Source: an optimization exercise on an open RTL-to-GDS flow (aim: small area). Production flows keep margins and buffers that such runs may drop.
Where RTL was checked, it was by simulation tests only, not by an equivalence proof against the original.
The RTL of run 2 was laid out without a check of its function.
No activity file was given, so power comes from the tool's default toggle rates.

===== flow/config.mk =====
export PLATFORM = sky130hd
export DESIGN_NAME = op_code
export DESIGN_NICKNAME = op_code
export VERILOG_FILES = /design/flow/design.v
export SDC_FILE = /design/flow/constraint.sdc
export NUM_CORES = 8
export LEC_CHECK = 0
export CAP_MARGIN = 20
export CORE_MARGIN = 2
export CORE_UTILIZATION = 40
export SLEW_MARGIN = 20

===== flow/constraint.sdc =====
create_clock -name core_clock -period 320.0 [get_ports {clk}]
set_input_delay 64.0000 -clock core_clock [delete_from_list [all_inputs] [get_ports {clk}]]
set_output_delay 64.0000 -clock core_clock [all_outputs]
set_load 0.01 [all_outputs]

===== flow/design.v =====
`timescale 1ns / 1ps
module edge_detector_n(
    input clk, reset_p,
    input cp,
    output p_edge, n_edge
);
    reg ff_cur, ff_old;  
    always @(posedge clk or posedge reset_p)begin
        if(reset_p)begin
            ff_cur <= 0;
            ff_old <= 0;
        end
        else begin
            ff_old <= ff_cur;  
            ff_cur <= cp;
        end
    end
    assign p_edge = ({ff_cur, ff_old} == 2'b10) ? 1 : 0;  
    assign n_edge = ({ff_cur, ff_old} == 2'b01) ? 1 : 0;
endmodule
`timescale 1ns / 1ps
module bin_to_dec_result(   
    input [53:0] bin,    
    output reg [63:0] bcd   
);
    reg [5:0] i;   
    always @(bin) begin
        bcd = 0;
        for (i = 0; i < 54; i = i + 1) begin
            bcd = {bcd[62:0], bin[53-i]};   
            if (i < 53 && bcd[3:0] > 4'd4) bcd[3:0] = bcd[3:0] + 4'd3;
            if (i < 53 && bcd[7:4] > 4'd4) bcd[7:4] = bcd[7:4] + 4'd3;
            if (i < 53 && bcd[11:8] > 4'd4) bcd[11:8] = bcd[11:8] + 4'd3;
            if (i < 53 && bcd[15:12] > 4'd4) bcd[15:12] = bcd[15:12] + 4'd3;
            if (i < 53 && bcd[19:16] > 4'd4) bcd[19:16] = bcd[19:16] + 4'd3;
            if (i < 53 && bcd[23:20] > 4'd4) bcd[23:20] = bcd[23:20] + 4'd3;
            if (i < 53 && bcd[27:24] > 4'd4) bcd[27:24] = bcd[27:24] + 4'd3;
            if (i < 53 && bcd[31:28] > 4'd4) bcd[31:28] = bcd[31:28] + 4'd3;
            if (i < 53 && bcd[35:32] > 4'd4) bcd[35:32] = bcd[35:32] + 4'd3;
            if (i < 53 && bcd[39:36] > 4'd4) bcd[39:36] = bcd[39:36] + 4'd3;
            if (i < 53 && bcd[43:40] > 4'd4) bcd[43:40] = bcd[43:40] + 4'd3;
            if (i < 53 && bcd[47:44] > 4'd4) bcd[47:44] = bcd[47:44] + 4'd3;
            if (i < 53 && bcd[51:48] > 4'd4) bcd[51:48] = bcd[51:48] + 4'd3;
            if (i < 53 && bcd[55:52] > 4'd4) bcd[55:52] = bcd[55:52] + 4'd3;
            if (i < 53 && bcd[59:56] > 4'd4) bcd[59:56] = bcd[59:56] + 4'd3;
            if (i < 53 && bcd[63:60] > 4'd4) bcd[63:60] = bcd[63:60] + 4'd3;
        end
    end
endmodule
`timescale 1ns / 1ps
module op_code(
    input clk, reset_p,
    input [3:0] key_value,
    input key_valid,
    output [63:0] result_bcd,
    output [15:0] led
);
    reg [31:0] first_number;
    reg [31:0] second_number;
    reg [3:0] operator;   
    reg input_stage;      
    reg [53:0] result;
    assign led = result;
    bin_to_dec_result result_b2d(   
        .bin(result[53:0]),    
        .bcd(result_bcd)   
    );
    wire key_valid_pedge;
    edge_detector_n ed(
        .clk(clk), .reset_p(reset_p), .cp(key_valid),
        .p_edge(key_valid_pedge)
    );
    always @(posedge clk, posedge reset_p) begin
        if (reset_p) begin
            first_number <= 53'd0;
            second_number <= 53'd0;
            operator <= 4'd0;
            result <= 53'd0;
            input_stage <= 1'b0;   
        end 
        else if (key_valid_pedge) begin
            if (!input_stage) begin
                case (key_value)
                    4'h0: first_number <= (first_number * 10) + 1; 
                    4'h1: first_number <= (first_number * 10) + 2; 
                    4'h2: first_number <= (first_number * 10) + 3; 
                    4'h4: first_number <= (first_number * 10) + 4; 
                    4'h5: first_number <= (first_number * 10) + 5; 
                    4'h6: first_number <= (first_number * 10) + 6; 
                    4'h8: first_number <= (first_number * 10) + 7; 
                    4'h9: first_number <= (first_number * 10) + 8; 
                    4'ha: first_number <= (first_number * 10) + 9; 
                    4'hd: first_number <= (first_number * 10) + 0;
                    4'h3, 4'h7, 4'hb, 4'hf: begin  
                        operator <= key_value;
                        input_stage <= 1'b1;  
                    end
                    default: first_number <= 0;
                endcase
            end
            else begin
                case (key_value)
                    4'h0: second_number <= (second_number * 10) + 1;
                    4'h1: second_number <= (second_number * 10) + 2;
                    4'h2: second_number <= (second_number * 10) + 3;
                    4'h4: second_number <= (second_number * 10) + 4;
                    4'h5: second_number <= (second_number * 10) + 5;
                    4'h6: second_number <= (second_number * 10) + 6;
                    4'h8: second_number <= (second_number * 10) + 7;
                    4'h9: second_number <= (second_number * 10) + 8;
                    4'ha: second_number <= (second_number * 10) + 9;
                    4'hd: second_number <= (second_number * 10) + 0;
                    4'he: begin  
                        case (operator)
                            4'h3: result <= first_number + second_number;  
                            4'h7: result <= first_number - second_number;  
                            4'hb: result <= first_number * second_number;  
                            4'hf: result <= (second_number == 0) ? 54'd0 : first_number / second_number;  
                            default: result <= 53'd0;
                        endcase
                        first_number <= 16'd0;
                        second_number <= 16'd0;
                        operator <= 4'd0;
                        input_stage <= 0;
                    end
                    default: second_number <= 0;
                endcase
            end
        end
    end
endmodule

===== flow/run.sh =====
#!/bin/bash
# synth_recipe.tcl (not shown) runs the flow's synth.tcl, then flattens the netlist and writes it again
# the make line also repeats each setting of config.mk as NAME=value (left out here)
make -C /OpenROAD-flow-scripts/flow DESIGN_CONFIG=/design/flow/config.mk WORK_HOME=/design/flow/orfs CLKGATE_MAP_FILE= SYNTH_SCRIPT=/design/flow/synth_recipe.tcl finish

==> impl_metrics.toml, run 1 <==
[cts]
ctsLongestPathBuffers = 3
cts_hold_buf = 0
cts-buffers-inserted = 25
h-tree-depth = 4
cts-root-buf = "clkbuf_16"
cts_resized = 0
clock-sinks = 125
cts_tree = "built"
clk_pin_slew_ns = 0.09
insertion_delay_ns = 0.61
cts_setup_buffers = 0

[worst_setup_path]
crit_end = "result[0]$_DFFE_PP0P_"
r2r-start = "second_number[27]$_DFFE_PP0P_"
crit_path_top_delay_cell = "nor4_1"
path_depth = 759
critical_path_arrival_ns = 288.59
crit_type = "reg2reg"
worst_setup_path_start_kind = "register"
crit_required_ns = 320.43
rr_endpoint = "result[0]$_DFFE_PP0P_"
cpMostUsedCell = "o21a_1"
critPathCaptureType = "register"
critPathTopFamily = "compound AO/OA/AOI/OAI gates"
reg2reg_depth = 1353
worstPathMaxFanout = 45
critPathBufInv = 21
r2r_slack_ns = 31.83
crit_path_max_incr_delay_ns = 0.86
crit_start = "second_number[27]$_DFFE_PP0P_"

[route]
drtPass1Iterations = 7
top_layer = "met5"
vias_per_cell = 6.03
routed_wirelength_um = 531000
first_iter_violations = 10898
drc_errors = 0
wire_per_inst_um = 19.3
ant_nets = 0
met1_length_um = 228000
wl_met2_um = 250000
route.met3.wl_um = 29200
vias = 166048

[power_and_ir_drop]
power.leakage_nw = 77.4
power.share.clock = 0
clk-power_w = 0.0000275
powerSeq_w = 0.0000266
pg_comb_w = 1.30
p_switching_w = 0.732
power_frac_comb = 1.000
p_seq_frac = 0
power_density_nw_per_um2 = 7340
largestPowerGroup = "combinational cells"
switching_share = 0.565
total_power_w = 1.30
intPower_w = 0.565
peakVddDrop_mv = 6.70

[floorplan]
die-area_sq_um = 426000
die_h_um = 653
rows = 238
io-pin-count = 87
die_w_um = 653
core_sq_um = 420000
start_util = 0.401

[logic_synthesis]
syn_inst = 22246
synth_top_area_share = 0.188
ys_warn_count = 3
ys_ff_latch = 125
synth_seq_area_share = 0.0186
syn_avg_cell_area_sq_um = 7.57
synth_edf_count = 0
synth_top_area_cell = "ha_1"
yosys_most_used_dff = "dfrtp_1"
synthTopCellsByArea = "ha_1 (19%), fa_1 (10%), o21a_1 (4.9%), nand2_1 (4.5%), nor2_1 (4.1%)"
ys_async_sr_fraction = 1.00
synth.distinct_cells = 190
synthesis.area_sq_um = 168000

[placement]
port_buffers = 86
routabilityCongestion = 0.982
dp_hpwl_um = 429000

[run_status]
status = "timing/DRC/antenna clean"

[sta]
fin_hold_ws_ns = 0.472
maxSlewHeadroom = 0.158
worstMarginPinSlew_ns = 1.25
fin_tns_setup_ns = 0
finalSetupViolCount = 0
maxSlewViolCount = 0
finalClockSkew_ns = 0.0533
rsz0062_at_grt = "no"
min_period_over_period = 0.901
fin_crit_ns = 288.17
fmax_mhz = 3.47
hold_viol = 0

[final_layout]
multiInputGateArea_sq_um = 156000
area_delta_synth_final_pct = 4.84
drive_gt1_frac = 0.0905
nFillCells = 43031
nets = 25391
seq_area_sq_um = 3130

[hold_path]
holdPathEnd = "ed.ff_old$_DFF_PP0_"
holdPathStages = 0
hold_path_class = "reg2reg"
min_from = "ed.ff_cur$_DFF_PP0_"

[global_route]
grt_pass1_wl_um = 845000
gr-total-overflow = 0
grt_pass1_vias = 157364
antenna_found_initial = 19
grt_max_degree = 63
grtUsageTotal = 0.240

[job]
cap_viol_max_count = 0
## cells in the final DEF (no fill, tap or decap), types with 135 or more instances in the layout
| cell | instances |
|---|---|
| a211oi_1 | 198 |
| a21o_1 | 347 |
| a21oi_1 | 1142 |
| a31oi_1 | 290 |
| and2_1 | 442 |
| and3_1 | 152 |
| buf_4 | 245 |
| fa_1 | 857 |
| ha_1 | 2533 |
| inv_1 | 1755 |
| mux2_2 | 600 |
| mux2i_1 | 461 |
| nand2_1 | 2008 |
| nand2b_1 | 181 |
| nand3_1 | 327 |
| nand4_1 | 141 |
| nor2_1 | 1828 |
| nor2b_1 | 135 |
| nor3_1 | 1243 |
| o211ai_1 | 224 |
| o21a_1 | 1107 |
| o21ai_0 | 690 |
| o21bai_1 | 158 |
| o31ai_1 | 464 |
| or2_2 | 289 |
| or3_1 | 204 |
| xnor2_1 | 441 |
| xor2_1 | 257 |
## layout make-up
cell class | instances | area share
clock inverters | 3 | 0.000227
inverters | 1840 | 0.0392
clock buffers | 30 | 0.00376
diodes | 14 | 0.000198
repair buffers | 335 | 0.0157
well taps | 5520 | 0.0391
multi-input cells | 19667 | 0.884
flip-flops and latches | 125 | 0.0177
## metal layers
metal,vias up,GRT usage
met1,79278,0.300
li1,81747,-
met5,-,0
met3,918,0.0259
met4,10,0.0965
met2,4095,0.419
## cell usage after synthesis, types with 441 or more instances
cell,n
ha_1,2533
nand2_1,2009
nor2_1,1840
inv_1,1785
nor3_1,1248
a21oi_1,1145
o21a_1,1107
fa_1,857
o21ai_0,690
mux2_2,600
clkbuf_1,484
o31ai_1,465
mux2i_1,461
and2_1,442
xnor2_1,441
## cell families (layout without fill, tap and decap cells)
group                    Yosys count  in the layout  synth area share
buffers and inverters           2474           2208            0.0564
flip-flops                       125            125            0.0186
other                              1             35         0.0000223
adder cells (fa/ha/maj)         3393           3393             0.290
AND/OR/NAND/NOR                 7610           7610             0.221
XOR/XNOR                         739            739            0.0404
AO/OA/AOI/OAI                   6687           6687             0.293
multiplexers                    1217           1217            0.0805
## stage by stage
stage	setup WS [ns]	utilization	instance area, sq um	std cells
after global routing	8.81	0.421	177000	27526
after global placement	41.98	0.419	176000	27485
after detailed placement	36.25	0.419	176000	27486
after CTS	35.14	0.420	177000	27519
after floorplan	47.16	-	169000	22266
final	31.83	0.421	177000	27534
## sequential cells by signal, summed over array words and instances, names as in the netlist
name and flops:
ed.ff_old 1, operator 4, first_number 32, result 54
input_stage 1, second_number 32, ed.ff_cur 1
==> run 2, diff against run 1 <==
==> flow/design.v (replaced) <==
`timescale 1ns / 1ps
module op_code(
    input clk, reset_p,
    input [3:0] key_value,
    input key_valid,
    output [63:0] result_bcd,
    output [15:0] led
);
    reg        kv_prev;
    reg        stage;       
    reg  [1:0] op;          
    reg        busy;
    reg        calc;        
    reg  [6:0] t;
    reg [31:0] U, V;
    reg [63:0] D;
    reg [15:0] L;
    reg        c;           
    assign result_bcd = D;
    assign led = L;
    wire ev = key_valid & ~kv_prev;
    wire [3:0] k = key_value;
    wire is_op  = (k[1:0] == 2'b11);
    wire is_clr = (k == 4'hc);
    wire is_eq  = (k == 4'he);
    wire is_dig = ~is_op & ~is_clr & ~is_eq;
    reg [2:0] p; reg q0, ci;
    always @(*) begin
        p = 3'd0; q0 = 1'b0; ci = 1'b0;
        case (k)
            4'h0: p = 3'd1;
            4'h1: p = 3'd2;
            4'h2: p = 3'd3;
            4'h4: p = 3'd4;
            4'h5: p = 3'd5;
            4'h6: p = 3'd6;
            4'h8: p = 3'd7;
            4'h9: begin p = 3'd7; q0 = 1'b1; end
            4'ha: begin p = 3'd7; q0 = 1'b1; ci = 1'b1; end
            default: ;
        endcase
    end
    wire ent        = ev & is_dig;
    wire start_move = ev & ~stage & is_op;
    wire start_calc = ev & stage & is_eq;
    wire uclr       = ev & (stage ? (is_clr | is_op) : (is_clr | is_eq));
    wire P0 = busy & ~t[6] & ~t[5];
    wire P1 = busy & ~t[6] &  t[5];
    wire P2 = busy &  t[6];
    wire t31 = (t[4:0] == 5'd31);
    wire opm  = busy & ~calc;
    wire mul  = calc & (op == 2'b10);
    wire div  = calc & (op == 2'b11);
    wire as   = calc & ~op[1];
    wire sub  = op[0];
    wire MOVE_m = P0 & mul;
    wire MOVE_a = P0 & as & ~t31;
    wire ADD    = P0 & as & t31;
    wire MULT   = P1 & mul;
    wire DIV    = P1 & div;
    wire CONV   = P2 & calc & ~(div & t[5]);
    genvar g;
    wire        selXD = DIV | ADD;
    wire [31:0] X = selXD ? {D[30:0], V[31]} : {U[30:0], ent & q0};
    wire        inv = DIV | (ADD & sub);
    wire [31:0] Y = ent  ? {U[28:0], p} :
                    MULT ? (D[31:0] & {32{V[31]}}) :
                           (U ^ {32{inv}});
    wire        cin = ent ? ci : inv;
    wire [32:0] cc;
    wire [31:0] S;
    assign cc[0] = cin;
    generate for (g = 0; g < 32; g = g + 1) begin : fa
        assign S[g] = X[g] ^ Y[g] ^ cc[g];
        assign cc[g+1] = (X[g] & Y[g]) | (cc[g] & (X[g] ^ Y[g]));
    end endgenerate
    wire        cout = cc[32];
    wire dz = (U == 32'd0);
    wire q  = D[31] | cout;
    wire qv = q & ~dz;
    wire s_as = (t < 7'd86) ? (sub ? ~c : ((t == 7'd85) & c)) : V[21];
    wire s = div ? V[31] : mul ? V[21] : s_as;
    wire [63:0] Dc;
    generate for (g = 0; g < 16; g = g + 1) begin : dd
        wire [3:0] a = D[4*g +: 4];
        wire ge5 = a[3] | (a[2] & (a[1] | a[0]));
        assign Dc[4*g+3] = ge5;
        assign Dc[4*g+2] = ge5 ? (a[3] & a[0]) : a[2];
        assign Dc[4*g+1] = ge5 ? ~(a[1] ^ a[0]) : a[1];
        assign Dc[4*g+0] = a[0] ^ ge5;
    end endgenerate
    wire [21:0] Va = {V[20:0], U[31]};
    wire [22:0] Vc;
    assign Vc[0] = MULT & cout;
    generate for (g = 0; g < 22; g = g + 1) begin : inc
        assign Vc[g+1] = Va[g] & Vc[g];
    end endgenerate
    wire [21:0] Vinc = Va ^ Vc[21:0];
    always @(posedge clk or posedge reset_p) begin
        if (reset_p) begin
            kv_prev <= 1'b0;
            stage <= 1'b0;
            busy <= 1'b0;
            calc <= 1'b0;
            t <= 7'd0;
            D <= 64'd0;
            L <= 16'd0;
        end else begin
            kv_prev <= key_valid;
            if (start_move) begin
                stage <= 1'b1;
                busy <= 1'b1;
                calc <= 1'b0;
                t <= 7'd0;
            end else if (start_calc) begin
                stage <= 1'b0;
                busy <= 1'b1;
                calc <= 1'b1;
                t <= 7'd0;
            end else if (busy) begin
                t <= t + 7'd1;
                if ((opm & t31 & ~t[5]) | (calc & t == 7'd117)) busy <= 1'b0;
            end
            if (start_calc | (P1 & t31) | ADD) D <= 64'd0;
            else if (CONV) D <= {Dc[62:0], s};
            else if (MOVE_m | MOVE_a) D <= {D[62:0], V[31]};
            else if (DIV) D[31:0] <= q ? S : {D[30:0], V[31]};
            if (CONV) L <= {L[14:0], s};
        end
    end
    always @(posedge clk) begin
        if (start_move) op <= k[3:2];
        if (ADD) c <= cout;
        if (reset_p | uclr) U <= 32'd0;
        else if (ent | MULT | ADD) U <= S;
        else if (opm | MOVE_m | CONV) U <= {U[30:0], 1'b0};
        if (DIV) V <= {V[30:0], qv};
        else if (opm | MOVE_m | MOVE_a | CONV | MULT) V <= {V[30:21], Vinc};
    end
endmodule
==> run 2 against run 1 <==
Effect of this change:
- cell count down 94%
- first-iteration DRC count down 92%
- largest power group unchanged
- global-route usage down 2.7 points
- cell area down 93%
- still clean on timing, DRC and antenna
- clock skew down 0.038 ns
- non-clock buffer count down 229
- largest cell class unchanged
==> impl_metrics.toml, run 2 <==
[run_status]
status = "timing/DRC/antenna clean"

[cts]
clk_pin_slew_ns = 0.07
h-tree-depth = 4
clock-sinks = 158
ctsLongestPathBuffers = 2
cts-root-buf = "clkbuf_16"
cts_setup_buffers = 0
cts_resized = 0
cts_tree = "built"
cts-buffers-inserted = 17
cts_hold_buf = 0
insertion_delay_ns = 0.42

[final_layout]
reg_top3 = "D (64), U (32), V (32)"
top_register = "D"
antenna_cells = 0
nFillCells = 2527
area_delta_synth_final_pct = 15.2
largest_register_ff_count = 64
drive_gt1_frac = 0.0952
nets = 1299
final_cell_mix = "nand2_1 (158), nor2_1 (106), dfrtp_1 (91)"
layout.cells.most_common = "nand2_1"

[power_and_ir_drop]
power.leakage_nw = 5.62
intPower_w = 0.0000604
peakVddDrop_mv = 0.00387
power_density_nw_per_um2 = 7.91
power.share.clock = 0.220
p_switching_w = 0.0000383
power_frac_comb = 0.408
switching_share = 0.388
p_seq_frac = 0.372

[sta]
rsz0062_at_grt = "no"
fmax_mhz = 11.8
fin_tns_setup_ns = 0
hold_viol = 0
maxSlewHeadroom = 0.318
finalSetupViolCount = 0
finalClockSkew_ns = 0.0152
maxSlewViolCount = 0
fin_crit_ns = 84.98
fin_hold_ws_ns = 0.420
min_period_over_period = 0.266
worstMarginPinSlew_ns = 1.02

[logic_synthesis]
synth_seq_area_share = 0.366
synth_common_cells = "nand2_1 (159), nor2_1 (107), dfrtp_1 (91)"
synthesis.area_sq_um = 10800
synth_top_area_cell = "dfrtp_1"
yosys_most_used_dff = "dfrtp_1"
ys_warn_count = 1
ys_ff_latch = 158
yosysMostFrequentCell = "nand2_1"
syn_inst = 1180
synth_edf_count = 35
syn_avg_cell_area_sq_um = 9.18
synth.distinct_cells = 60
synthTopCellsByArea = "dfrtp_1 (21%), edfxtp_1 (9.7%), dfxtp_1 (5.9%), fa_1 (5.9%), nand2_1 (5.5%)"
ys_async_sr_fraction = 0.576
synth_top_area_share = 0.210

[floorplan]
die_w_um = 169
die_h_um = 169
start_util = 0.404
io-pin-count = 87
rows = 60
core_sq_um = 26800
die-area_sq_um = 28400

[job]
cap_viol_max_count = 0

[global_route]
grtUsageTotal = 0.212
gr-total-overflow = 0
antenna_found_initial = 0
grt_max_degree = 66
grt_pass1_wl_um = 48700
grt_pass1_vias = 8801

[worst_setup_path]
worst_setup_path_start_kind = "input pin"
critPathTopFamily = "adder cells"
path_depth = 60
crit_path_max_incr_delay_ns = 0.59
worstPathMaxFanout = 65
critPathCaptureType = "register"
critical_path_arrival_ns = 85.15
cpMostUsedCell = "fa_1"
crit_required_ns = 320.17
critPathBufInv = 2
reg2reg_depth = 63
crit_path_top_delay_cell = "buf_4"
crit_type = "in2reg"

[placement]
routabilityCongestion = 0.814
port_buffers = 86
dp_hpwl_um = 18500

[route]
wire_per_inst_um = 18.6
vias = 9062
first_iter_violations = 819
routed_wirelength_um = 29200
drc_errors = 0
ant_nets = 0
vias_per_cell = 5.77
drtPass1Iterations = 5

[hold_path]
holdPathStages = 0
hold_path_class = "reg2reg"
## run 2: changes by cell type after synthesis, sizes merged, moves of 777 or more
| cell | previous run | this run |
|---|---|---|
| fa | 857 | 32 |
| nand2 | 2015 | 159 |
| nor3 | 1258 | 10 |
| nor2 | 1848 | 107 |
| inv | 1830 | 55 |
| ha | 2533 | 44 |
| a21oi | 1168 | 70 |
| o21a | 1111 | 1 |
| o21ai | 840 | 63 |
## run 2: kinds of logic after synthesis
logic type               synth area share
AO/OA/AOI/OAI                       0.193
XOR/XNOR                           0.0178
adder cells (fa/ha/maj)             0.110
buffers and inverters              0.0617
flip-flops                          0.366
multiplexers                        0.100
AND/OR/NAND/NOR                     0.151
## run 2: path summary, 6_finish.rpt
check	from	end	slack [ns]
setup / recovery	key_valid	V[20]$_DFFE_PP_	235.03
hold / removal	V[26]$_DFFE_PP_	V[27]$_DFFE_PP_	0.42
setup reg to reg	t[1]$_DFFE_PP0P_	V[20]$_DFFE_PP_	297.93
hold reg to reg	V[26]$_DFFE_PP_	V[27]$_DFFE_PP_	0.42
max in group asynchronous	reset_p	busy$_DFF_PP0_	254.69
min in group asynchronous	reset_p	L[4]$_DFFE_PP0P_	64.16
## run 2: cell type report
type	instances	area, sq um	share of cell area
Multi-Input combinational cell	878	6240	0.500
Clock inverter	11	155	0.0124
Tap cell	341	427	0.0342
Inverter	55	209	0.0168
Timing Repair Buffer	106	1010	0.0811
Sequential cell	158	3970	0.318
Clock buffer	21	462	0.0370
## run 2: metal layers
layer	global-route usage	share of wire	up-vias
met5	0	0	-
met4	0.0566	0.014	0
met3	0.0388	0.055	29
met2	0.334	0.45	268
met1	0.302	0.48	4475
li1	-	-	4290
## run 2: power by group through the flow
stage,combinational [W],clock [W],sequential (W)
3_5_place_dp,0.0000403,0,0.0000370
6_report,0.0000403,0.0000217,0.0000367
4_1_cts,0.0000405,0.0000221,0.0000367
5_1_grt,0.0000449,0.0000230,0.0000379
3_3_place_gp,0.0000398,0,0.0000369
2_1_floorplan,0.0000266,0,0.0000354
## run 2: per-stage QoR
step           utilization  power [W]  cell area [sq um]  setup WS, ns  cells
2_1_floorplan            -  0.0000620              10800        235.78   1180
3_3_place_gp         0.442  0.0000767              11900        234.69   1538
3_5_place_dp         0.442  0.0000773              11900        234.51   1538
4_1_cts              0.465  0.0000992              12500        234.91   1570
5_1_grt              0.465   0.000106              12500        234.19   1570
6_report             0.465  0.0000987              12500        235.03   1570
==> run 3, diff against run 2 <==
==> flow/design.v (replaced) <==
`timescale 1ns / 1ps
module op_code(
    input clk, reset_p,
    input [3:0] key_value,
    input key_valid,
    output [63:0] result_bcd,
    output [15:0] led
);
    reg        kv_prev;
    reg        stage;       
    reg  [1:0] op;          
    reg        busy;
    reg        calc;        
    reg  [6:0] t;
    reg [31:0] R1, R2;
    reg [63:0] D;
    reg [15:0] L;
    reg        c;           
    assign result_bcd = D;
    assign led = L;
    genvar g;
    wire ev = key_valid & ~kv_prev;
    wire [3:0] k = key_value;
    wire is_op  = (k[1:0] == 2'b11);
    wire is_clr = (k == 4'hc);
    wire is_eq  = (k == 4'he);
    wire is_dig = ~is_op & ~is_clr & ~is_eq;
    reg [2:0] p; reg q0, ci;
    always @(*) begin
        p = 3'd0; q0 = 1'b0; ci = 1'b0;
        case (k)
            4'h0: p = 3'd1;
            4'h1: p = 3'd2;
            4'h2: p = 3'd3;
            4'h4: p = 3'd4;
            4'h5: p = 3'd5;
            4'h6: p = 3'd6;
            4'h8: p = 3'd7;
            4'h9: begin p = 3'd7; q0 = 1'b1; end
            4'ha: begin p = 3'd7; q0 = 1'b1; ci = 1'b1; end
            default: ;
        endcase
    end
    wire ent        = ev & is_dig;
    wire start_move = ev & ~stage & is_op;
    wire start_calc = ev & stage & is_eq;
    wire uclr       = ev & (stage ? (is_clr | is_op) : (is_clr | is_eq));
    wire P0  = busy & ~t[6] & ~t[5];
    wire P1  = busy & ~t[6] &  t[5];
    wire P2  = busy &  t[6];
    wire t0  = (t[4:0] == 5'd0);
    wire t31 = (t[4:0] == 5'd31);
    wire opm = busy & ~calc;
    wire mul = calc & (op == 2'b10);
    wire div = calc & (op == 2'b11);
    wire as  = calc & ~op[1];
    wire sub = op[0];
    wire MOVE  = P0 & calc;
    wire MULT  = P1 & mul;
    wire DIV   = P1 & div;
    wire ADD   = P1 & as & t0;
    wire CONV  = P2 & ~(div & t[5]);
    wire CHAIN = opm | CONV;           
    wire        x0 = ent ? q0 : ((DIV | ADD) & R1[31]);
    wire [31:0] X = {R2[30:0], x0};
    wire        m = ~ent & (~MULT | R1[31]);
    wire [31:0] Y = ({32{ent}} & {R2[28:0], p}) | ({32{m}} & D[31:0]);
    wire        cin = ent ? ci : (DIV | (ADD & sub));
    wire [32:0] cc;
    wire [31:0] S;
    assign cc[0] = cin;
    generate for (g = 0; g < 32; g = g + 1) begin : fa
        assign S[g] = X[g] ^ Y[g] ^ cc[g];
        assign cc[g+1] = (X[g] & Y[g]) | (cc[g] & (X[g] ^ Y[g]));
    end endgenerate
    wire cout = cc[32];
    wire q = R2[31] | cout;            
    wire s_as = (t < 7'd86) ? (sub ? ~c : ((t == 7'd85) & c)) : R1[21];
    wire s = div ? R1[31] : mul ? R1[21] : s_as;
    wire [63:0] Dc;
    generate for (g = 0; g < 16; g = g + 1) begin : dd
        wire [3:0] a = D[4*g +: 4];
        wire ge5 = CONV & (a[3] | (a[2] & (a[1] | a[0])));
        assign Dc[4*g+3] = ge5 | a[3];
        assign Dc[4*g+2] = ge5 ? (a[3] & a[0]) : a[2];
        assign Dc[4*g+1] = ge5 ? ~(a[1] ^ a[0]) : a[1];
        assign Dc[4*g+0] = a[0] ^ ge5;
    end endgenerate
    wire d0 = CONV ? s : (R2[31] ^ (div | sub));
    wire r1in = DIV ? (q & c) : R2[31];
    wire [22:0] ic;
    assign ic[0] = MULT & cout;
    generate for (g = 0; g < 22; g = g + 1) begin : inc
        assign ic[g+1] = ic[g] & (g == 0 ? r1in : R1[g-1]);
    end endgenerate
    wire [31:0] R1sh = {R1[30:21], {R1[20:0], r1in} ^ ic[21:0]};
    wire D_sh   = MOVE | CONV;
    wire D_hold = ~D_sh & ~start_calc & ~(P1 & t31);
    wire R1_sh  = CHAIN | MULT | DIV | (MOVE & as & ~t0);
    wire R2_S   = ~reset_p & (ent | MULT | ADD | (DIV & q));
    wire R2_sh  = ~reset_p & (CHAIN | MOVE | (DIV & ~q));
    wire R2_hold = ~reset_p & ~uclr & ~R2_S & ~R2_sh;
    wire r2in   = (MOVE & as) & R1[31] | DIV & R1[31];
    always @(posedge clk or posedge reset_p) begin
        if (reset_p) begin
            kv_prev <= 1'b0;
            stage <= 1'b0;
            busy <= 1'b0;
            calc <= 1'b0;
            t <= 7'd0;
            D <= 64'd0;
            L <= 16'd0;
        end else begin
            kv_prev <= key_valid;
            if (start_move) begin
                stage <= 1'b1;
                busy <= 1'b1;
                calc <= 1'b0;
                t <= 7'd0;
            end else if (start_calc) begin
                stage <= 1'b0;
                busy <= 1'b1;
                calc <= 1'b1;
                t <= 7'd0;
            end else if (busy) begin
                t <= t + 7'd1;
                if ((opm & t31) | (calc & t == 7'd117)) busy <= 1'b0;
            end
            D <= ({64{D_sh}} & {Dc[62:0], d0}) | ({64{D_hold}} & D);
            if (CONV) L <= {L[14:0], s};
        end
    end
    always @(posedge clk) begin
        if (start_move) op <= k[3:2];
        if (ADD) c <= cout;
        else if (MOVE & div) c <= (c & ~t0) | R2[31];
        R2 <= ({32{R2_S}} & S) | ({32{R2_sh}} & {R2[30:0], r2in}) | ({32{R2_hold}} & R2);
        if (R1_sh) R1 <= R1sh;
    end
endmodule
==> run 3 against run 2 <==
Effect of this change:
- highest routed layer unchanged
- largest power group unchanged
- synthesized cell count shrank 31%
- first-iteration DRC count shrank 47%
- sequential power increased by 7.4%
- critical endpoint is now R1[21]$_DFFE_PP_
- maximum frequency is 1.6% higher
- cell count is 26% lower
- clock skew about the same
==> impl_metrics.toml, run 3 <==
[run_status]
status = "timing/DRC/antenna clean"

[logic_synthesis]
synth_top_area_share = 0.262
syn_inst = 817
ys_async_sr_fraction = 0.576
synth_common_cells = "nand2_1 (146), dfrtp_1 (91), a22o_1 (46)"
synth.distinct_cells = 55
syn_avg_cell_area_sq_um = 10.6
synthesis.area_sq_um = 8680
synthTopCellsByArea = "dfrtp_1 (26%), edfxtp_1 (12%), dfxtp_1 (7.4%), fa_1 (7.4%), ha_1 (6.5%)"
ys_warn_count = 1
ys_ff_latch = 158
yosys_most_used_dff = "dfrtp_1"
synth_top_area_cell = "dfrtp_1"
synth_seq_area_share = 0.457
yosysMostFrequentCell = "nand2_1"
synth_edf_count = 35

[hold_path]
hold_path_class = "reg2reg"
holdPathStages = 0

[worst_setup_path]
critical_path_arrival_ns = 83.78
crit_path_max_incr_delay_ns = 0.48
critPathCaptureType = "register"
crit_type = "in2reg"
worstPathMaxFanout = 32
reg2reg_depth = 62
worst_setup_path_start_kind = "input pin"
crit_required_ns = 320.17
cpMostUsedCell = "fa_1"
crit_path_top_delay_cell = "clkdlybuf4s50_1"

[global_route]
grtUsageTotal = 0.184
grt_pass1_vias = 6318
gr-total-overflow = 0
grt_max_degree = 89
grt_pass1_wl_um = 33300
antenna_found_initial = 0

[cts]
insertion_delay_ns = 0.43
clk_pin_slew_ns = 0.07
cts_setup_buffers = 0
cts_hold_buf = 0
cts_tree = "built"
h-tree-depth = 4
cts_resized = 0
ctsLongestPathBuffers = 2
cts-buffers-inserted = 17
clock-sinks = 158
cts-root-buf = "clkbuf_16"

[placement]
routabilityCongestion = 0.789
dpl_cell_area_sq_um = 9720
dp_hpwl_um = 12600
port_buffers = 86

[floorplan]
die_h_um = 151
rows = 53
die-area_sq_um = 22900
die_w_um = 151
core_sq_um = 21200
start_util = 0.410
io-pin-count = 87

[sta]
min_period_over_period = 0.261
hold_viol = 0
rsz0062_at_grt = "no"
fmax_mhz = 12.0
worstMarginPinSlew_ns = 1.02
finalSetupViolCount = 0
fin_tns_setup_ns = 0
finalClockSkew_ns = 0.0154
maxSlewHeadroom = 0.323
maxSlewViolCount = 0
fin_crit_ns = 83.60

[final_layout]
area_delta_synth_final_pct = 18.8
antenna_cells = 0
design_area_sq_um = 10300
nets = 962
final_cell_mix = "nand2_1 (146), dfrtp_1 (91), clkdlybuf4s50_1 (86)"
top_register = "D"
largest_register_ff_count = 64
drive_gt1_frac = 0.104
layout.cells.most_common = "nand2_1"
reg_top3 = "D (64), R1 (32), R2 (32)"

[route]
first_iter_violations = 430
routed_wirelength_um = 19900
wire_per_inst_um = 17.0
ant_nets = 0
vias_per_cell = 5.57
drc_errors = 0
vias = 6498
drtPass1Iterations = 4

[power_and_ir_drop]
total_power_w = 0.000103
power_density_nw_per_um2 = 9.96
peakVddDrop_mv = 0.00458
power.leakage_nw = 4.37

[job]
cap_viol_max_count = 0
[run 3: changes by cell type after synthesis, sizes merged, moves of 26 or more]
| cell | delta |
|---|---|
| a21oi | -57 |
| mux2 | -51 |
| a22o | +31 |
| a211o | -32 |
| mux2i | -49 |
| a32oi | +30 |
| nor2 | -89 |
| buf | -26 |
| a211oi | -61 |
[run 3: area by class of cell]
class / instances / area [sq um]
Fill cell: 1941 / 10800
Multi-Input combinational cell: 562 / 4310
Sequential cell: 158 / 3970
Timing Repair Buffer: 95 / 928
Clock buffer: 21 / 483
Tap cell: 275 / 344
Inverter: 44 / 170
Clock inverter: 11 / 106
[run 3: through the flow]
stage	utilization	worst slack, ns	hold slack, ns	std cells
after floorplan	-	237.22	0.400	817
after global placement	0.460	236.05	0.404	1134
after detailed placement	0.460	235.86	0.406	1134
after CTS	0.487	236.28	0.421	1166
after global routing	0.487	235.56	0.425	1166
final	0.487	236.40	0.418	1166
[run 3: metal layers]
layer / up-vias / routed length, um / global-route usage
met5: - / 0 / 0
met4: 0 / 111 / 0.0402
met3: 9 / 995 / 0.0464
met2: 130 / 8920 / 0.278
met1: 3271 / 9850 / 0.266
li1: 3088 / - / -
[run 3: kinds of logic (layout without fill, tap and decap cells)]
family          Yosys count  count (layout)  share of synthesized area
xor+xnor                 24              24                     0.0242
buf+inv                  97             171                     0.0489
flops                   158             158                      0.457
mux                       2               2                    0.00231
compound gates          214             214                      0.202
simple gates            245             245                      0.127
fa+ha+maj                77              77                      0.139
[run 3: final timing paths]
| path | startpoint | to | slack [ns] |
|---|---|---|---|
| max | key_valid | R1[21]$_DFFE_PP_ | 236.40 |
| min | R1[25]$_DFFE_PP_ | R1[26]$_DFFE_PP_ | 0.42 |
| max reg2reg | busy$_DFF_PP0_ | R1[21]$_DFFE_PP_ | 299.84 |
| min reg2reg | R1[25]$_DFFE_PP_ | R1[26]$_DFFE_PP_ | 0.42 |
| max in group asynchronous | reset_p | L[0]$_DFFE_PP0P_ | 254.41 |
| min in group asynchronous | reset_p | D[1]$_DFF_PP0_ | 64.14 |
[run 3: where the power goes]
group / internal, W / total, W / switching, W
Sequential: 0.0000301 / 0.0000394 / 0.00000925
Clock: 0.0000117 / 0.0000204 / 0.00000873
Combinational: 0.0000206 / 0.0000429 / 0.0000223
[run 3: worst max-delay path, delay by kind of cell]
kind	cells	cell delay [ns]
buffers and inverters	3	1.07
adder cells (fa/ha/maj)	53	17.56
AO/OA/AOI/OAI	5	0.53
XOR/XNOR	1	0.16
AND/OR/NAND/NOR	2	0.47
==> run 4, diff against run 3 <==
--- a/flow/design.v
+++ b/flow/design.v
@@ -75,32 +75,33 @@
     end endgenerate
     wire cout = cc[32];
     wire q = R2[31] | cout;            
-    wire s_as = (t < 7'd86) ? (sub ? ~c : ((t == 7'd85) & c)) : R1[21];
-    wire s = div ? R1[31] : mul ? R1[21] : s_as;
-    wire [63:0] Dc;
+    wire s = div ? R1[31] : R1[21];
+    wire [64:1] Dn;
     generate for (g = 0; g < 16; g = g + 1) begin : dd
         wire [3:0] a = D[4*g +: 4];
-        wire ge5 = CONV & (a[3] | (a[2] & (a[1] | a[0])));
-        assign Dc[4*g+3] = ge5 | a[3];
-        assign Dc[4*g+2] = ge5 ? (a[3] & a[0]) : a[2];
-        assign Dc[4*g+1] = ge5 ? ~(a[1] ^ a[0]) : a[1];
-        assign Dc[4*g+0] = a[0] ^ ge5;
+        wire ge5 = (g < 8 ? CONV : 1'b1) & (a[3] | (a[2] & (a[1] | a[0])));
+        assign Dn[4*g+4] = ge5 | a[3];
+        assign Dn[4*g+3] = ge5 ? (a[3] & a[0]) : a[2];
+        assign Dn[4*g+2] = ge5 ? ((a[1] & a[0]) | (a[3] & ~a[0])) : a[1];
+        assign Dn[4*g+1] = a[0] ^ ge5;
     end endgenerate
     wire d0 = CONV ? s : (R2[31] ^ (div | sub));
-    wire r1in = DIV ? (q & c) : R2[31];
+    wire r1in = DIV ? (q & c) : (MOVE | ADD) ? sub : R2[31];
     wire [22:0] ic;
-    assign ic[0] = MULT & cout;
+    assign ic[0] = (MULT | ADD) & cout;
     generate for (g = 0; g < 22; g = g + 1) begin : inc
         assign ic[g+1] = ic[g] & (g == 0 ? r1in : R1[g-1]);
     end endgenerate
     wire [31:0] R1sh = {R1[30:21], {R1[20:0], r1in} ^ ic[21:0]};
-    wire D_sh   = MOVE | CONV;
-    wire D_hold = ~D_sh & ~start_calc & ~(P1 & t31);
-    wire R1_sh  = CHAIN | MULT | DIV | (MOVE & as & ~t0);
-    wire R2_S   = ~reset_p & (ent | MULT | ADD | (DIV & q));
-    wire R2_sh  = ~reset_p & (CHAIN | MOVE | (DIV & ~q));
+    wire Dlo_sh  = MOVE | CONV;
+    wire Dclr    = P1 & t31;
+    wire Dlo_hold = ~Dlo_sh & ~Dclr;
+    wire Dhi_hold = ~CONV & ~Dclr;
+    wire R1_sh   = CHAIN | MULT | DIV | ADD | (MOVE & as & ~t0);
+    wire R2_S    = ~reset_p & (ent | MULT | ADD | (DIV & q));
+    wire R2_sh   = ~reset_p & (CHAIN | MOVE | (DIV & ~q));
     wire R2_hold = ~reset_p & ~uclr & ~R2_S & ~R2_sh;
-    wire r2in   = (MOVE & as) & R1[31] | DIV & R1[31];
+    wire r2in    = ((MOVE & as) | DIV) & R1[31];
     always @(posedge clk or posedge reset_p) begin
         if (reset_p) begin
             kv_prev <= 1'b0;
@@ -126,14 +127,14 @@
                 t <= t + 7'd1;
                 if ((opm & t31) | (calc & t == 7'd117)) busy <= 1'b0;
             end
-            D <= ({64{D_sh}} & {Dc[62:0], d0}) | ({64{D_hold}} & D);
+            D[31:0]  <= ({32{Dlo_sh}} & {Dn[31:1], d0}) | ({32{Dlo_hold}} & D[31:0]);
+            D[63:32] <= ({32{CONV}} & Dn[63:32]) | ({32{Dhi_hold}} & D[63:32]);
             if (CONV) L <= {L[14:0], s};
         end
     end
     always @(posedge clk) begin
         if (start_move) op <= k[3:2];
-        if (ADD) c <= cout;
-        else if (MOVE & div) c <= (c & ~t0) | R2[31];
+        if (MOVE) c <= (c & ~t0) | R2[31];
         R2 <= ({32{R2_S}} & S) | ({32{R2_sh}} & {R2[30:0], r2in}) | ({32{R2_hold}} & R2);
         if (R1_sh) R1 <= R1sh;
     end
==> flow/flow/run.sh (new file) <==
#!/bin/bash
# Own layout flow: the standard ORFS flow with two changes
#  - synthesis maps the logic with an area-oriented ABC script (flow/abc.script);
#    registers are mapped before ABC runs, so they are the standard synthesis's
#  - port buffers use the smallest buffer cell (sky130_fd_sc_hd__buf_1)
# Each tool's full output is in orfs/logs/...; make's own output is in flow.log.
set -euo pipefail
W=$PWD
rm -rf "$W/scripts_mod"
cp -r "$FLOW_HOME/scripts" "$W/scripts_mod"
cp "$W/flow/abc.script" "$W/scripts_mod/abc_speed.script"
bash "$W/standard.sh" "SCRIPTS_DIR=$W/scripts_mod" \
    "BUFFER_PORTS_ARGS=-buffer_cell sky130_fd_sc_hd__buf_1" finish > "$W/flow.log" 2>&1
==> flow/flow/abc.script (new file) <==
strash
dch -f
amap
topo
==> flow/standard.sh (new file) <==
#!/bin/bash
# synth_recipe.tcl (not shown) runs the flow's synth.tcl, then flattens the netlist and writes it again
# the make line also repeats each setting of config.mk as NAME=value (left out here)
make -C /OpenROAD-flow-scripts/flow DESIGN_CONFIG=/design/flow/config.mk WORK_HOME=/design/flow/orfs CLKGATE_MAP_FILE= SYNTH_SCRIPT=/design/flow/synth_recipe.tcl "${@:-finish}"
removed: flow/run.sh
==> run 4 against run 3 <==
Effect of this change:
- count of clock-buffer cells in the layout is 2 higher
- worst hold slack better by 0.0069 ns
- maximum frequency hardly changed
==> impl_metrics.toml, run 4 <==
[run_status]
status = "timing/DRC/antenna clean"

[sta]
worstMarginPinSlew_ns = 0.845
rsz0062_at_grt = "no"
hold_viol = 0
finalClockSkew_ns = 0.0123
fin_crit_ns = 83.65
fin_tns_setup_ns = 0
maxSlewViolCount = 0
finalSetupViolCount = 0
maxSlewHeadroom = 0.436
fmax_mhz = 12.0
min_period_over_period = 0.261

[worst_setup_path]
crit_path_top_delay_cell = "fa_1"
cpMostUsedCell = "fa_1"
reg2reg_depth = 65
critical_path_arrival_ns = 83.83
crit_required_ns = 320.18
critPathTopFamily = "adder cells"
worst_setup_path_start_kind = "input pin"
rr_endpoint = "R1[21]$_DFFE_PP_"
crit_path_max_incr_delay_ns = 0.46
r2r_slack_ns = 299.68
critPathBufInv = 5
crit_type = "in2reg"
worstPathMaxFanout = 34
r2r-start = "t[5]$_DFFE_PP0P_"
critPathCaptureType = "register"

[final_layout]
top_register = "D"
seq_area_sq_um = 3970
largest_register_ff_count = 64
nFillCells = 1799
reg_top3 = "D (64), R1 (32), R2 (32)"
multiInputGateArea_sq_um = 3310
drive_gt1_frac = 0.0529
fin_util = 0.481
final_cell_mix = "clkinv_1 (134), dfrtp_1 (91), buf_1 (86)"
area_delta_synth_final_pct = 17.1
antenna_cells = 0
layout.cells.most_common = "clkinv_1"
nets = 943

[global_route]
use_met2 = 0.267
grt_max_degree = 68
grt_pass1_wl_um = 29600
grt_util_met3 = 0.0456
antenna_found_initial = 0
gr-total-overflow = 0
top_usage_layer = "met1"
met1_usage = 0.269
grt_pass1_vias = 5769
grtUsageTotal = 0.182

[floorplan]
die-area_sq_um = 20500
start_util = 0.410
core_sq_um = 18900
die_h_um = 143
rows = 50
die_w_um = 143
io-pin-count = 87

[hold_path]
min_from = "R1[22]$_DFFE_PP_"
hold_path_class = "reg2reg"
holdPathStages = 0
holdPathEnd = "R1[23]$_DFFE_PP_"

[route]
drtPass1Iterations = 6
first_iter_violations = 623
ant_nets = 0
routed_wirelength_um = 17700
drc_errors = 0
wire_per_inst_um = 15.4
vias = 6213
vias_per_cell = 5.41

[power_and_ir_drop]
power_density_nw_per_um2 = 8.46
peakVddDrop_mv = 0.00411
power.leakage_nw = 3.56

[cts]
clock-sinks = 158
ctsLongestPathBuffers = 2
clk_pin_slew_ns = 0.06
cts_hold_buf = 0
cts-buffers-inserted = 17
cts_resized = 0
cts_setup_buffers = 0
insertion_delay_ns = 0.43
cts_tree = "built"
h-tree-depth = 4
cts-root-buf = "clkbuf_16"

[logic_synthesis]
synthTopCellsByArea = "dfrtp_1 (29%), edfxtp_1 (14%), dfxtp_1 (8.3%), fa_1 (8.3%), clkinv_1 (6.5%)"
synth_common_cells = "clkinv_1 (135), dfrtp_1 (91), o21ai_0 (86)"
synth.distinct_cells = 29
synthesis.area_sq_um = 7750
yosys_most_used_dff = "dfrtp_1"
synth_edf_count = 35
ys_ff_latch = 158
synth_top_area_cell = "dfrtp_1"
ys_async_sr_fraction = 0.576
synth_top_area_share = 0.294
synth_seq_area_share = 0.512
syn_inst = 757
yosysMostFrequentCell = "clkinv_1"
syn_avg_cell_area_sq_um = 10.2
ys_warn_count = 1

[job]
cap_viol_max_count = 0

[placement]
routabilityCongestion = 0.819
dp_hpwl_um = 11800
port_buffers = 86
-- run 4: cell count changes after synthesis, sizes merged, moves of 32 or more --
cell and change:
buf -32, inv -44, nor2 +67, clkinv +135
a22o -46, nand2 -100, a222oi +32
-- run 4: kinds of logic after synthesis --
| kind of cell | count (synthesis) | synth area share |
|---|---|---|
| AO/OA/AOI/OAI | 234 | 0.204 |
| AND/OR/NAND/NOR | 169 | 0.0896 |
| flip-flops | 158 | 0.512 |
| buffers and inverters | 135 | 0.0654 |
| adder cells (fa/ha/maj) | 61 | 0.129 |
-- run 4: final cells by class --
class / count / area share
well taps: 260 / 0.0358
clock inverters: 9 / 0.00978
multi-input cells: 464 / 0.364
repair buffers: 99 / 0.0463
flip-flops and latches: 158 / 0.437
inverters: 135 / 0.0561
clock buffers: 23 / 0.0504
-- run 4: per-layer routing --
| metal | share of wire | vias to the layer above |
|---|---|---|
| met2 | 0.44 | 184 |
| met5 | 0 | - |
| li1 | - | 2995 |
| met4 | 0.012 | 0 |
| met3 | 0.056 | 19 |
| met1 | 0.49 | 3015 |
-- run 4: worst max-delay path by stage --
stage / from / to / slack [ns] / cells after the start
global placement: key_value[3] / R1[21]$_DFFE_PP_ / 236.04 / 67
finish: key_value[3] / R1[21]$_DFFE_PP_ / 236.35 / 67
CTS: key_value[3] / R1[21]$_DFFE_PP_ / 236.26 / 67
floorplan: key_value[2] / R1[21]$_DFFE_PP_ / 236.60 / 66
global route: key_value[3] / R1[21]$_DFFE_PP_ / 235.35 / 67
detailed placement: key_value[3] / R1[21]$_DFFE_PP_ / 235.92 / 67
-- run 4: through the flow --
step | setup slack (ns) | hold slack (ns) | instance area [sq um] | cells | power (W)
floorplan | 236.60 | 0.400 | 7750 | 757 | 0.0000485
global placement | 236.04 | 0.402 | 8530 | 1116 | 0.0000582
detailed placement | 235.92 | 0.407 | 8530 | 1116 | 0.0000584
CTS | 236.26 | 0.419 | 9080 | 1148 | 0.0000776
global route | 235.35 | 0.429 | 9080 | 1148 | 0.0000823
finish | 236.35 | 0.424 | 9080 | 1148 | 0.0000768
-- run 4: report_power, final --
group          switching (W)  internal [W]  total (W)
Sequential        0.00000512     0.0000282  0.0000333
Combinational      0.0000162    0.00000827  0.0000245
Clock             0.00000810     0.0000109  0.0000190
==> run 5, diff against run 4 <==
--- a/flow/config.mk
+++ b/flow/config.mk
@@ -7,5 +7,7 @@
 export LEC_CHECK = 0
 export CAP_MARGIN = 20
 export CORE_MARGIN = 2
-export CORE_UTILIZATION = 40
+export CORE_UTILIZATION = 70
+export CTS_BUF_LIST = sky130_fd_sc_hd__clkbuf_8
+export CTS_CLUSTER_SIZE = 30
 export SLEW_MARGIN = 20
==> run 5 against run 4 <==
Effect of this change:
- clock power is 21% lower
- area after synthesis is the same
- synthesized cell count unchanged
- total power fell by 4.9%
- cell area is 3.4% lower
- cell count down 11%
- global-route usage up 14 points
- utilization increased by 33 points
- clock skew increased by 0.0011 ns
- critical path type unchanged
- largest power group unchanged
==> impl_metrics.toml, run 5 <==
[sta]
fmax_mhz = 11.8
finalClockSkew_ns = 0.0134
maxSlewViolCount = 0
rsz0062_at_grt = "no"
finalSetupViolCount = 0
hold_viol = 0
fin_tns_setup_ns = 0
maxSlewHeadroom = 0.342
worstMarginPinSlew_ns = 0.980
min_period_over_period = 0.265
fin_crit_ns = 84.88

[power_and_ir_drop]
power.leakage_nw = 3.49
power_density_nw_per_um2 = 8.34
peakVddDrop_mv = 0.00796

[cts]
cts-root-buf = "clkbuf_8"
cts_setup_buffers = 0
cts_resized = 0
cts_tree = "built"
clock-sinks = 158
cts-buffers-inserted = 17
h-tree-depth = 4
ctsLongestPathBuffers = 2
cts_hold_buf = 0
insertion_delay_ns = 0.46
clk_pin_slew_ns = 0.09

[hold_path]
hold_path_class = "reg2reg"
holdPathStages = 0
min_from = "R1[23]$_DFFE_PP_"
holdPathEnd = "R1[24]$_DFFE_PP_"

[placement]
routabilityCongestion = 0.938
dpl_cell_area_sq_um = 8370
port_buffers = 86
dp_hpwl_um = 12500

[global_route]
grt_pass1_wl_um = 29200
grt_max_degree = 70
gr-total-overflow = 0
grt_pass1_vias = 6150
antenna_found_initial = 0
grtUsageTotal = 0.319

[logic_synthesis]
yosys_most_used_dff = "dfrtp_1"
synth_top_area_cell = "dfrtp_1"
yosysMostFrequentCell = "clkinv_1"
synth_edf_count = 35
synthesis.area_sq_um = 7750
ys_ff_latch = 158
synth.distinct_cells = 29
ys_warn_count = 1
syn_avg_cell_area_sq_um = 10.2
ys_async_sr_fraction = 0.576
syn_inst = 757
synthTopCellsByArea = "dfrtp_1 (29%), edfxtp_1 (14%), dfxtp_1 (8.3%), fa_1 (8.3%), clkinv_1 (6.5%)"
synth_common_cells = "clkinv_1 (135), dfrtp_1 (91), o21ai_0 (86)"
synth_seq_area_share = 0.512
synth_top_area_share = 0.294

[floorplan]
io-pin-count = 87
die_w_um = 109
start_util = 0.715
rows = 38
die-area_sq_um = 11900
core_sq_um = 10800
die_h_um = 109

[worst_setup_path]
worst_setup_path_start_kind = "input pin"
cpMostUsedCell = "fa_1"
crit_type = "in2reg"
crit_path_top_delay_cell = "clkinv_1"
rr_endpoint = "R1[21]$_DFFE_PP_"
r2r-start = "kv_prev$_DFF_PP0_"
worstPathMaxFanout = 34
critical_path_arrival_ns = 85.11
critPathCaptureType = "register"
crit_required_ns = 320.23
r2r_slack_ns = 299.22
crit_path_max_incr_delay_ns = 0.89
reg2reg_depth = 63

[final_layout]
layout.cells.most_common = "clkinv_1"
drive_gt1_frac = 0.0542
area_delta_synth_final_pct = 13.1
final_cell_mix = "clkinv_1 (134), dfrtp_1 (91), buf_1 (86)"
nFillCells = 704
top_register = "D"
nets = 940
reg_top3 = "D (64), R1 (32), R2 (32)"
design_area_sq_um = 8770
antenna_cells = 0
largest_register_ff_count = 64

[route]
vias = 6514
routed_wirelength_um = 18200
first_iter_violations = 762
drc_errors = 0
drtPass1Iterations = 6
ant_nets = 0
vias_per_cell = 6.36
wire_per_inst_um = 17.7

[run_status]
status = "timing/DRC/antenna clean"

[job]
cap_viol_max_count = 0
-- run 5: changes by cell type in the layout (fill, tap and decap cells not counted), moves of 2 or more --
cell       before  now
o21ai_2         2    0
buf_4          13    9
clkbuf_1        5    0
inv_6           1    3
clkbuf_16      17    0
clkbuf_8        1   17
inv_4           2    0
clkinv_2        1    3
clkinv_4        1    3
-- run 5: cell type report --
class | instances | area [sq um] | area share
flip-flops and latches | 158 | 3970 | 0.453
clock buffers | 17 | 234 | 0.0267
repair buffers | 96 | 405 | 0.0462
inverters | 135 | 508 | 0.0579
clock inverters | 15 | 164 | 0.0187
multi-input cells | 464 | 3310 | 0.378
well taps | 140 | 175 | 0.0200
-- run 5: through the flow --
stage / hold WS (ns) / utilization / power [W] / setup slack [ns] / std cells
after detailed placement: 0.406 / 0.772 / 0.0000581 / 234.91 / 993
after CTS: 0.423 / 0.809 / 0.0000729 / 235.22 / 1025
final: 0.422 / 0.809 / 0.0000731 / 235.12 / 1025
after floorplan: 0.400 / - / 0.0000485 / 236.60 / 757
after global routing: 0.435 / 0.809 / 0.0000778 / 234.34 / 1025
after global placement: 0.407 / 0.770 / 0.0000561 / 235.54 / 992
-- run 5: worst max path at each step --
stage / to / startpoint / cells past startpoint
3_3_place_gp: R1[21]$_DFFE_PP_ / key_value[3] / 66
5_1_grt: R1[21]$_DFFE_PP_ / key_value[2] / 67
2_1_floorplan: R1[21]$_DFFE_PP_ / key_value[2] / 66
4_1_cts: R1[21]$_DFFE_PP_ / key_value[3] / 66
6_report: R1[21]$_DFFE_PP_ / key_value[3] / 66
3_5_place_dp: R1[21]$_DFFE_PP_ / key_value[3] / 66
-- run 5: cells by family (layout without fill, tap and decap cells) --
logic type               count (synthesis)  in the layout  share of synthesized area
AO/OA/AOI/OAI                          234            234                      0.204
adder cells (fa/ha/maj)                 61             61                      0.129
buffers and inverters                  135            263                     0.0654
flip-flops                             158            158                      0.512
AND/OR/NAND/NOR                        169            169                     0.0896
-- run 5: critical path, delay by kind of cell --
| kind | cells | cell delay (ns) |
|---|---|---|
| fa+ha+maj | 53 | 18.00 |
| simple gates | 5 | 0.59 |
| buf+inv | 4 | 1.46 |
| compound gates | 4 | 1.08 |
-- run 5: power by group --
part / total, W / internal (W) / switching, W
logic: 0.0000248 / 0.00000842 / 0.0000164
clock network: 0.0000150 / 0.00000704 / 0.00000797
registers: 0.0000333 / 0.0000282 / 0.00000508
-- run 5: layer usage --
metal	up-vias	track usage	routed length, um
li1	2978	-	-
met1	3147	0.413	7120
met2	346	0.539	9180
met3	43	0.0729	1450
met4	0	0.0986	412
met5	-	0	0
==> run 6, diff against run 5 <==
==> flow/config.mk (replaced) <==
export PLATFORM = sky130hd
export DESIGN_NAME = op_code
export DESIGN_NICKNAME = op_code
export VERILOG_FILES = /design/flow/design.v
export SDC_FILE = /design/flow/constraint.sdc
export NUM_CORES = 8
export LEC_CHECK = 0
export CAP_MARGIN = 0
export CORE_MARGIN = 2
export CORE_UTILIZATION = 40
export CTS_BUF_LIST = sky130_fd_sc_hd__clkbuf_8
export CTS_CLUSTER_SIZE = 20
export GPL_TIMING_DRIVEN = 0
export SLEW_MARGIN = 0
==> run 6 against run 5 <==
Effect of this change:
- global-route usage shrank 14 points
- highest routed layer unchanged
- sequential power about the same
- utilization shrank 33 points
- die area up 72%
- largest cell class unchanged
- first-iteration DRC count is 28% lower
- cell count grew 12%
- combinational power about the same
- worst hold slack better by 0.0088 ns
- critical path type unchanged
- largest power group unchanged
- sequential share of layout area fell by 1.2 points
- still clean
- register-to-register slack improved by 0.14 ns
- maximum frequency increased by 0.30%
==> impl_metrics.toml, run 6 <==
[worst_setup_path]
critPathTopFamily = "adder cells"
crit_path_max_incr_delay_ns = 0.92
rr_endpoint = "R1[21]$_DFFE_PP_"
r2r_slack_ns = 299.36
crit_required_ns = 320.22
cpMostUsedCell = "fa_1"
worstPathMaxFanout = 34
critPathBufInv = 4
r2r-start = "t[5]$_DFFE_PP0P_"
reg2reg_depth = 65
crit_start = "key_value[3]"
path_depth = 66
critical_path_arrival_ns = 84.85
critPathCaptureType = "register"
crit_end = "R1[21]$_DFFE_PP_"
crit_path_top_delay_cell = "clkinv_1"
crit_type = "in2reg"
worst_setup_path_start_kind = "input pin"

[logic_synthesis]
ys_async_sr_fraction = 0.576
ys_ff_latch = 158
yosys_most_used_dff = "dfrtp_1"
synthTopCellsByArea = "dfrtp_1 (29%), edfxtp_1 (14%), dfxtp_1 (8.3%), fa_1 (8.3%), clkinv_1 (6.5%)"
synth_common_cells = "clkinv_1 (135), dfrtp_1 (91), o21ai_0 (86)"
synthesis.area_sq_um = 7750
ys_warn_count = 1
syn_avg_cell_area_sq_um = 10.2
synth_seq_area_share = 0.512
synth_top_area_share = 0.294
syn_inst = 757
synth_edf_count = 35
yosysMostFrequentCell = "clkinv_1"
synth.distinct_cells = 29
synth_top_area_cell = "dfrtp_1"

[power_and_ir_drop]
power_density_nw_per_um2 = 8.17
p_seq_frac = 0.450
intPower_w = 0.0000441
peakVddDrop_mv = 0.00420
p_switching_w = 0.0000294
power_frac_comb = 0.340
power.share.clock = 0.209
total_power_w = 0.0000735
switching_share = 0.400
power.leakage_nw = 3.52

[placement]
port_buffers = 86
dp_hpwl_um = 11700
dpl_worst_slack_ns = 234.88
dpl_cell_area_sq_um = 8590
routabilityCongestion = 0.820

[sta]
maxSlewHeadroom = 0.0916
rsz0062_at_grt = "no"
hold_viol = 0
fin_tns_setup_ns = 0
min_period_over_period = 0.264
fin_crit_ns = 84.63
maxSlewViolCount = 0
finalClockSkew_ns = 0.0127
worstMarginPinSlew_ns = 1.36
fmax_mhz = 11.8
finalSetupViolCount = 0
fin_ws_ns = 235.37

[cts]
cts_hold_buf = 0
cts-root-buf = "clkbuf_8"
cts_setup_buffers = 0
cts-buffers-inserted = 17
cts_tree = "built"
clock-sinks = 158
insertion_delay_ns = 0.46
cts_resized = 0
ctsLongestPathBuffers = 2
h-tree-depth = 4
clk_pin_slew_ns = 0.09

[global_route]
gr-total-overflow = 0
grt_pass1_vias = 5734
top_usage_layer = "met2"
grt_pass1_wl_um = 28600
antenna_found_initial = 0
grt_util_met3 = 0.0419
met1_usage = 0.253
grtUsageTotal = 0.176
use_met2 = 0.263
grt_max_degree = 93

[final_layout]
fin_util = 0.476
top_register = "D"
area_delta_synth_final_pct = 16.1
final_cell_mix = "clkinv_1 (135), dfrtp_1 (91), buf_1 (86)"
layout.cells.most_common = "clkinv_1"
antenna_cells = 0
nFillCells = 1808
largest_register_ff_count = 64
drive_gt1_frac = 0.0521
nets = 938
reg_top3 = "D (64), R1 (32), R2 (32)"
design_area_sq_um = 9000

[floorplan]
core_sq_um = 18900
io-pin-count = 87
rows = 50
start_util = 0.410
die_h_um = 143
die_w_um = 143
die-area_sq_um = 20500

[route]
drc_errors = 0
first_iter_violations = 550
ant_nets = 0
drtPass1Iterations = 5
wire_per_inst_um = 14.9
vias_per_cell = 5.38
vias = 6150
routed_wirelength_um = 17000

[hold_path]
hold_path_class = "reg2reg"

[run_status]
status = "timing/DRC/antenna clean"

[job]
cap_viol_max_count = 0
## run 6: worst min-delay path by stage
stage / end / depth (start not counted) / start / slack (ns)
2_1_floorplan: R1[23]$_DFFE_PP_ / 0 / R1[22]$_DFFE_PP_ / 0.40
6_report: R1[29]$_DFFE_PP_ / 0 / R1[28]$_DFFE_PP_ / 0.43
3_3_place_gp: R1[24]$_DFFE_PP_ / 0 / R1[23]$_DFFE_PP_ / 0.40
3_5_place_dp: R1[23]$_DFFE_PP_ / 0 / R1[22]$_DFFE_PP_ / 0.41
4_1_cts: R1[29]$_DFFE_PP_ / 0 / R1[28]$_DFFE_PP_ / 0.44
5_1_grt: R1[29]$_DFFE_PP_ / 0 / R1[28]$_DFFE_PP_ / 0.44
## run 6: worst register-to-register path: cells and delay by family, from the launching register on
| kind | cells | cell delay (ns) |
|---|---|---|
| adders and majority gates | 53 | 17.72 |
| and+or+nand+nor | 6 | 0.99 |
| AOI/OAI and AO/OA | 4 | 0.81 |
| DFF | 1 | 0.51 |
| buffers and inverters | 2 | 0.42 |
## run 6: cells by family (layout without fill, tap and decap cells)
| logic type | Yosys count | count (layout) | synth area share |
|---|---|---|---|
| AO/OA/AOI/OAI | 234 | 234 | 0.204 |
| AND/OR/NAND/NOR | 169 | 169 | 0.0896 |
| flip-flops | 158 | 158 | 0.512 |
| buffers and inverters | 135 | 261 | 0.0654 |
| adder cells (fa/ha/maj) | 61 | 61 | 0.129 |
## run 6: power groups by stage
| stage | combinational, W | sequential, W | clock [W] |
|---|---|---|---|
| after floorplan | 0.0000150 | 0.0000335 | 0 |
| after global placement | 0.0000231 | 0.0000337 | 0 |
| after detailed placement | 0.0000252 | 0.0000335 | 0 |
| after CTS | 0.0000252 | 0.0000332 | 0.0000159 |
| after global routing | 0.0000283 | 0.0000341 | 0.0000168 |
| final | 0.0000250 | 0.0000331 | 0.0000154 |
## run 6: area by class of cell
type / instances / area, sq um / area share
Clock inverter: 15 / 178 / 0.0197
Tap cell: 260 / 325 / 0.0362
Sequential cell: 158 / 3970 / 0.441
Timing Repair Buffer: 94 / 464 / 0.0516
Clock buffer: 17 / 234 / 0.0260
Multi-Input combinational cell: 464 / 3320 / 0.369
Inverter: 135 / 512 / 0.0569
## run 6: per-layer routing
layer  wire, um  part of all wire
met5          0                 0
met3        848             0.050
met1       8290              0.49
met4        235             0.014
met2       7640              0.45
## run 6: metrics by stage
step / hold WS (ns) / instances
6_report: 0.431 / 1143
5_1_grt: 0.437 / 1143
4_1_cts: 0.435 / 1143
3_5_place_dp: 0.406 / 1111
3_3_place_gp: 0.405 / 1103
2_1_floorplan: 0.400 / 757
==> run 7, diff against run 6 <==
==> flow/config.mk (replaced) <==
export PLATFORM = sky130hd
export DESIGN_NAME = op_code
export DESIGN_NICKNAME = op_code
export VERILOG_FILES = /design/flow/design.v
export SDC_FILE = /design/flow/constraint.sdc
export NUM_CORES = 8
export LEC_CHECK = 0
export CAP_MARGIN = 20
export CORE_MARGIN = 2
export CORE_UTILIZATION = 40
export CTS_BUF_LIST = sky130_fd_sc_hd__clkbuf_8
export CTS_CLUSTER_SIZE = 20
export SLEW_MARGIN = 20
==> run 7 against run 6 <==
Effect of this change:
- still clean
- count of clock-buffer cells in the layout up 1
- clock skew up 0.0043 ns
- first-iteration DRC count up 7.8%
- combinational power down 2%
- global-route usage up 0.62 points
- clock power down 12%
- wire length up 3.9%
- utilization down 0.58 points
- non-clock buffer count up 5
- synthesized cell count unchanged
- total power down 2.9%
- flip-flop and latch count unchanged
==> impl_metrics.toml, run 7 <==
[global_route]
gr-total-overflow = 0
grtUsageTotal = 0.182
grt_pass1_vias = 5728

[cts]
ctsLongestPathBuffers = 2
cts_hold_buf = 0
clk_pin_slew_ns = 0.09
h-tree-depth = 4
cts-buffers-inserted = 17
cts-root-buf = "clkbuf_8"
cts_tree = "built"

[route]
first_iter_violations = 593
vias = 6148
wire_per_inst_um = 15.4
vias_per_cell = 5.36
drtPass1Iterations = 6

[final_layout]
antenna_cells = 0
nets = 943
reg_top3 = "D (64), R1 (32), R2 (32)"
largest_register_ff_count = 64
multiInputGateArea_sq_um = 3310
area_delta_synth_final_pct = 14.6
final_cell_mix = "clkinv_1 (134), dfrtp_1 (91), buf_1 (86)"
drive_gt1_frac = 0.0529
seq_area_sq_um = 3970

[sta]
fmax_mhz = 12.0
worstMarginPinSlew_ns = 0.841
maxSlewHeadroom = 0.440
hold_viol = 0
maxSlewViolCount = 0
fin_crit_ns = 83.62
fin_tns_setup_ns = 0
finalSetupViolCount = 0

[worst_setup_path]
crit_path_max_incr_delay_ns = 0.46
critPathCaptureType = "register"
rr_endpoint = "R1[21]$_DFFE_PP_"
r2r-start = "t[5]$_DFFE_PP0P_"
reg2reg_depth = 65
crit_type = "in2reg"
crit_path_top_delay_cell = "fa_1"
cpMostUsedCell = "fa_1"
r2r_slack_ns = 299.71
critical_path_arrival_ns = 83.84
worstPathMaxFanout = 34

[placement]
routabilityCongestion = 0.819
dp_hpwl_um = 11800
port_buffers = 86

[logic_synthesis]
syn_avg_cell_area_sq_um = 10.2
yosys_most_used_dff = "dfrtp_1"
synth_common_cells = "clkinv_1 (135), dfrtp_1 (91), o21ai_0 (86)"
synth.distinct_cells = 29
synthTopCellsByArea = "dfrtp_1 (29%), edfxtp_1 (14%), dfxtp_1 (8.3%), fa_1 (8.3%), clkinv_1 (6.5%)"
ys_ff_latch = 158
ys_async_sr_fraction = 0.576
synth_top_area_share = 0.294
yosysMostFrequentCell = "clkinv_1"
syn_inst = 757

[power_and_ir_drop]
p_switching_w = 0.0000287
p_seq_frac = 0.467
power_density_nw_per_um2 = 8.03
peakVddDrop_mv = 0.00324
intPower_w = 0.0000426
power_frac_comb = 0.342

[floorplan]
rows = 50
core_sq_um = 18900
start_util = 0.410

[hold_path]
holdPathStages = 0
min_from = "R1[22]$_DFFE_PP_"
holdPathEnd = "R1[23]$_DFFE_PP_"

[job]
cap_viol_max_count = 0

[run_status]
status = "timing/DRC/antenna clean"
==> run 7: cell counts after synthesis <==
No cell type changed its count.
==> run 7: layout make-up <==
type	instances	area share
Clock buffer	18	0.0279
Clock inverter	14	0.0121
Inverter	135	0.0573
Multi-Input combinational cell	464	0.372
Sequential cell	158	0.447
Tap cell	260	0.0366
Timing Repair Buffer	99	0.0473
==> run 7: power by group through the flow <==
| stage | clock, W | sequential (W) | combinational [W] |
|---|---|---|---|
| 2_1_floorplan | 0 | 0.0000335 | 0.0000150 |
| 3_3_place_gp | 0 | 0.0000337 | 0.0000244 |
| 3_5_place_dp | 0 | 0.0000337 | 0.0000247 |
| 4_1_cts | 0.0000141 | 0.0000334 | 0.0000247 |
| 5_1_grt | 0.0000150 | 0.0000343 | 0.0000276 |
| 6_report | 0.0000136 | 0.0000333 | 0.0000244 |
==> run 7: layer usage <==
layer | global-route usage | routed length, um
met4 | 0.0562 | 186
met2 | 0.264 | 7860
met1 | 0.269 | 8650
met5 | 0 | 0
met3 | 0.0436 | 976
==> run 7: cell families after synthesis <==
kind of cell,synth area share
adders and majority gates,0.129
buffers and inverters,0.0654
and+or+nand+nor,0.0896
DFF,0.512
AOI/OAI and AO/OA,0.204
==> run 7: worst max-delay path: cells and delay by family <==
family	cells	cell delay, ns
adder cells (fa/ha/maj)	53	17.51
buffers and inverters	5	0.90
AO/OA/AOI/OAI	4	0.80
AND/OR/NAND/NOR	5	0.56
==> run 7: per-stage QoR <==
stage          std cells  area (sq um)  setup slack (ns)  hold slack, ns  utilization
5_1_grt             1148          8890            235.40           0.435        0.470
4_1_cts             1148          8890            236.31           0.424        0.470
3_5_place_dp        1116          8530            235.92           0.407        0.452
3_3_place_gp        1116          8530            236.04           0.402        0.452
6_report            1148          8890            236.38           0.428        0.470
2_1_floorplan        757          7750            236.60           0.400            -
==> run 7: how the worst max path moves through the flow <==
stage,startpoint,endpoint
6_report,key_value[3],R1[21]$_DFFE_PP_
5_1_grt,key_value[3],R1[21]$_DFFE_PP_
4_1_cts,key_value[3],R1[21]$_DFFE_PP_
3_5_place_dp,key_value[3],R1[21]$_DFFE_PP_
3_3_place_gp,key_value[3],R1[21]$_DFFE_PP_
2_1_floorplan,key_value[2],R1[21]$_DFFE_PP_

Check on run 7: ideal ports give 236.377 ns setup slack; a clkbuf_16 on the clock port and buf_2 on the inputs give 236.394 ns; moving port delays by the midpoint clock arrival (0.493 ns) as well gives 235.900 ns.
